Source: an optimization exercise on an open RTL-to-GDS flow (aim: small area). Production flows keep margins and buffers that such runs may drop.
In this exercise RTL edits were held to simulation tests only and were not proved equivalent to the original.
No activity file was given, so power comes from the tool's default toggle rates.

==> inputs of trial 71 <==
Design module_mini_cpu, start of the top module:
module module_mini_cpu (
    input [2:0] opcode,
    input [3:0] addr1,
    input [3:0] addr2,
    input [6:0] addr3OuImm,
    input ligar, enviar, clk,
    input rst,
    output [15:0] result,
    output on,
    output [2:0] estado,
    output reg EN,
    output RW,
    output reg RS,
    output reg [7:0] saidaLCD
);
==> flow/config.mk <==
export PLATFORM = sky130hd
export DESIGN_NAME = module_mini_cpu
export DESIGN_NICKNAME = module_mini_cpu
export VERILOG_FILES = /design/flow/design.v
export SDC_FILE = /design/flow/constraint.sdc
export NUM_CORES = 4
export LEC_CHECK = 0
export ABC_AREA = 1
export CAP_MARGIN = 20
export CORE_MARGIN = 2
export CORE_UTILIZATION = 60
export CTS_BUF_LIST = sky130_fd_sc_hd__clkbuf_8
export CTS_CLUSTER_DIAMETER = 150
export CTS_CLUSTER_SIZE = 14
export SLEW_MARGIN = 20
==> flow/constraint.sdc <==
create_clock -name core_clock -period 12.0 [get_ports {clk}]
set_input_delay 2.4000 -clock core_clock [delete_from_list [all_inputs] [get_ports {clk}]]
set_output_delay 2.4000 -clock core_clock [all_outputs]
set_load 0.01 [all_outputs]
standard.sh (not shown) runs the stock make flow with config.mk's settings and CLKGATE_MAP_FILE= SYNTH_SCRIPT=/design/flow/synth_recipe.tcl, a recipe that flattens the netlist after the stock synthesis.
==> flow/flow/run.sh <==
#!/bin/bash
# Layout flow: the standard ORFS flow with two changes:
#  - synthesis maps logic with flow/area.abc (via flow/abc_wrap.tcl); all other
#    synthesis steps, and so all registers, are those of synth_recipe.tcl;
#  - port buffers use the smallest buffer cell.
set -euo pipefail
W=$PWD
export FLOW_ABC_SCRIPT=$W/flow/area.abc
# synth_recipe.tcl with the ABC wrapper loaded before ORFS's synth.tcl
sed "s#^source \$::env(SCRIPTS_DIR)/synth.tcl#source $W/flow/abc_wrap.tcl\n&#" synth_recipe.tcl > $W/flow_synth.tcl
grep -q abc_wrap $W/flow_synth.tcl
# standard.sh with that synthesis script and extra settings
sed -e "s#SYNTH_SCRIPT=[^ ]*synth_recipe.tcl#SYNTH_SCRIPT=$W/flow_synth.tcl#" \
    -e "s#\"\${@:-finish}\"#BUFFER_PORTS_ARGS='-buffer_cell sky130_fd_sc_hd__buf_1' \"\${@:-finish}\"#" \
    standard.sh > $W/flow_standard.sh
grep -q flow_synth.tcl $W/flow_standard.sh
grep -q BUFFER_PORTS_ARGS $W/flow_standard.sh
bash $W/flow_standard.sh > $W/flow_make.log 2>&1
==> flow/flow/abc_wrap.tcl <==
# Map the combinational logic with an area-oriented ABC script instead of the
# one ORFS picks; every other synthesis step is ORFS's own (synth_recipe.tcl).
proc abc {args} {
  set i [lsearch -exact $args -script]
  if { $i >= 0 } {
    lset args [expr { $i + 1 }] $::env(FLOW_ABC_SCRIPT)
  }
  yosys abc {*}$args
}
==> flow/flow/area.abc <==
strash
dch
amap -F 3 -A 8 -m
strash
dch
amap -F 3 -A 8 -m
strash
dch
amap -F 3 -A 8 -m
strash
dch
amap -F 3 -A 8 -m
strash
dch
amap -F 3 -A 8 -m
strash
dch
amap -F 3 -A 8 -m
strash
dch
amap -F 3 -A 8 -m
strash
dch
amap -F 3 -A 8 -m
topo
==> build 5: changes against trial 71 <==
--- a/flow/design.v
+++ b/flow/design.v
@@ -180,15 +180,13 @@
     wire wen = Wwr & ~isCLEAR & ~isDISP & (phase == dest[3:2]);
     wire [3:0] wr_hit;
     assign wr_hit[0] = clr | (wen & (dest[1:0] == 2'd0));
     assign wr_hit[1] = clr | (wen & (dest[1:0] == 2'd1));
     assign wr_hit[2] = clr | (wen & (dest[1:0] == 2'd2));
     assign wr_hit[3] = clr | (wen & (dest[1:0] == 2'd3));
-    wire offclr = sOFF | (ligou & (sFETCH | sDEC));
-    wire [15:0] wdata = Rnext & {16{~offclr}};
-    memory memoriaRAM (.clk(clk), .wr_hit(wr_hit), .wdata(wdata), .heads(heads));
+    memory memoriaRAM (.clk(clk), .wr_hit(wr_hit), .wdata(Rnext), .heads(heads));
     parameter MS = 5;
     reg stateLCD;             
     reg [5:0] instructions;
     reg [2:0] counter;
     reg doneR, doneligou;
     assign done = doneR;
==> flow/flow/area.abc (replaced) <==
strash
dch
amap
strash
dch
amap
topo
==> trial 94: changes against trial 71 <==
==> flow/flow/area.abc (replaced) <==
strash
dch
amap
strash
dch
amap
strash
dch
amap
strash
dch
amap
strash
dch
amap
strash
dch
amap
topo
==> flow_metrics.py <==
metrics = {
    "cells_and_area": {
        "area_growth_pct": 8.25,
        "non_clock_buffer_count": 66,
        "inverters": 227,
    },
    "floorplanning": {
        "die-area_um2": 23900,
    },
    "route": {
        "dr_wl_met3_um": 1980,
        "vias": 11000,
    },
    "run_status": {
        "status": "timing/DRC/antenna clean",
    },
    "pwr": {
        "pg_seq_uw": 1390,
        "combPwrFrac_pct": 13.8,
    },
    "yosys": {
        "netlist_area_um2": 13600,
        "syn_nets": 1532,
    },
    "placed_design": {
        "dpl.hpwl_um": 25200,
    },
    "setup_path": {
        "rrSetupSlack_ns": 4.82,
    },
}
-- figures above: build 5

==> flow_metrics.py <==
metrics = {
    "cells_and_area": {
        "largest_reg_flops": 256,
        "inverters": 208,
        "multi_input_area_share_pct": 33.2,
        "non_clock_buffer_count": 66,
        "area_growth_pct": 8.29,
    },
    "route": {
        "drt-met1-wl_um": 15200,
        "vias": 11000,
        "met2_length_um": 16100,
    },
    "global_route": {
        "grt_pass1_wl_um": 54300,
    },
    "pwr": {
        "pg_seq_uw": 1370,
        "combPwrFrac_pct": 13.3,
    },
    "yosys": {
        "netlist_area_um2": 13600,
        "synth_edf_count": 30,
    },
    "setup_path": {
        "rrSetupSlack_ns": 4.72,
    },
    "run_status": {
        "status": "timing/DRC/antenna clean",
    },
    "placed_design": {
        "dpl.hpwl_um": 25200,
    },
    "floorplanning": {
        "die-area_um2": 23800,
        "core_um2": 22400,
    },
}
-- figures above: trial 94

==> flow_metrics.py <==
metrics = {
    "run_status": {
        "status": "timing/DRC/antenna clean",
    },
    "cells_and_area": {
        "non_clock_buffer_count": 65,
        "area_growth_pct": 8.21,
        "inverters": 193,
        "seq-cell-share_pct": 54.4,
    },
    "worst_hold_path": {
        "worstHoldEndpoint": "memoriaRAM.ring[238]$_DFF_P_",
    },
    "placed_design": {
        "dpl.hpwl_um": 26300,
    },
    "yosys": {
        "netlist_area_um2": 13400,
        "yosys_most_used_dff": "dfxtp_1",
    },
    "pwr": {
        "combPwrFrac_pct": 14.4,
        "pg_seq_uw": 1390,
    },
    "route": {
        "vias": 10700,
    },
    "setup_path": {
        "rrSetupSlack_ns": 4.83,
        "crit_top_cell": "nor2_1",
    },
    "floorplanning": {
        "die-area_um2": 23600,
    },
}
-- figures above: trial 71

[static timing again, ports no longer ideal]
The results above use ideal ports. As a check the final layouts listed here were re-extracted and re-timed, cells and wires unchanged. Step 1 sets driving cells, clkbuf_16 on the clock port and buf_2 on the other inputs (assumed; they add their load-dependent delay and slew). Step 2 adds t to the input delays and takes it off the output delays; t is the mean of the earliest and latest rising clock arrival at the registers after step 1. Input paths then give back, and output paths get back, about the clock's delay inside the block. Three values: ideal, step 1, step 2; two values: the first two.
run | shift t [ns] | setup WS [ns] | worst register clock-pin slew, ns
trial 71 | 0.639 | 4.833 / 4.833 / 4.833 | 0.11 / 0.11
build 5 | 0.643 | 4.820 / 4.820 / 4.820 | 0.11 / 0.11
trial 94 | 0.629 | 4.720 / 4.720 / 4.720 | 0.10 / 0.10
After both steps setup and hold are still met in every run listed.
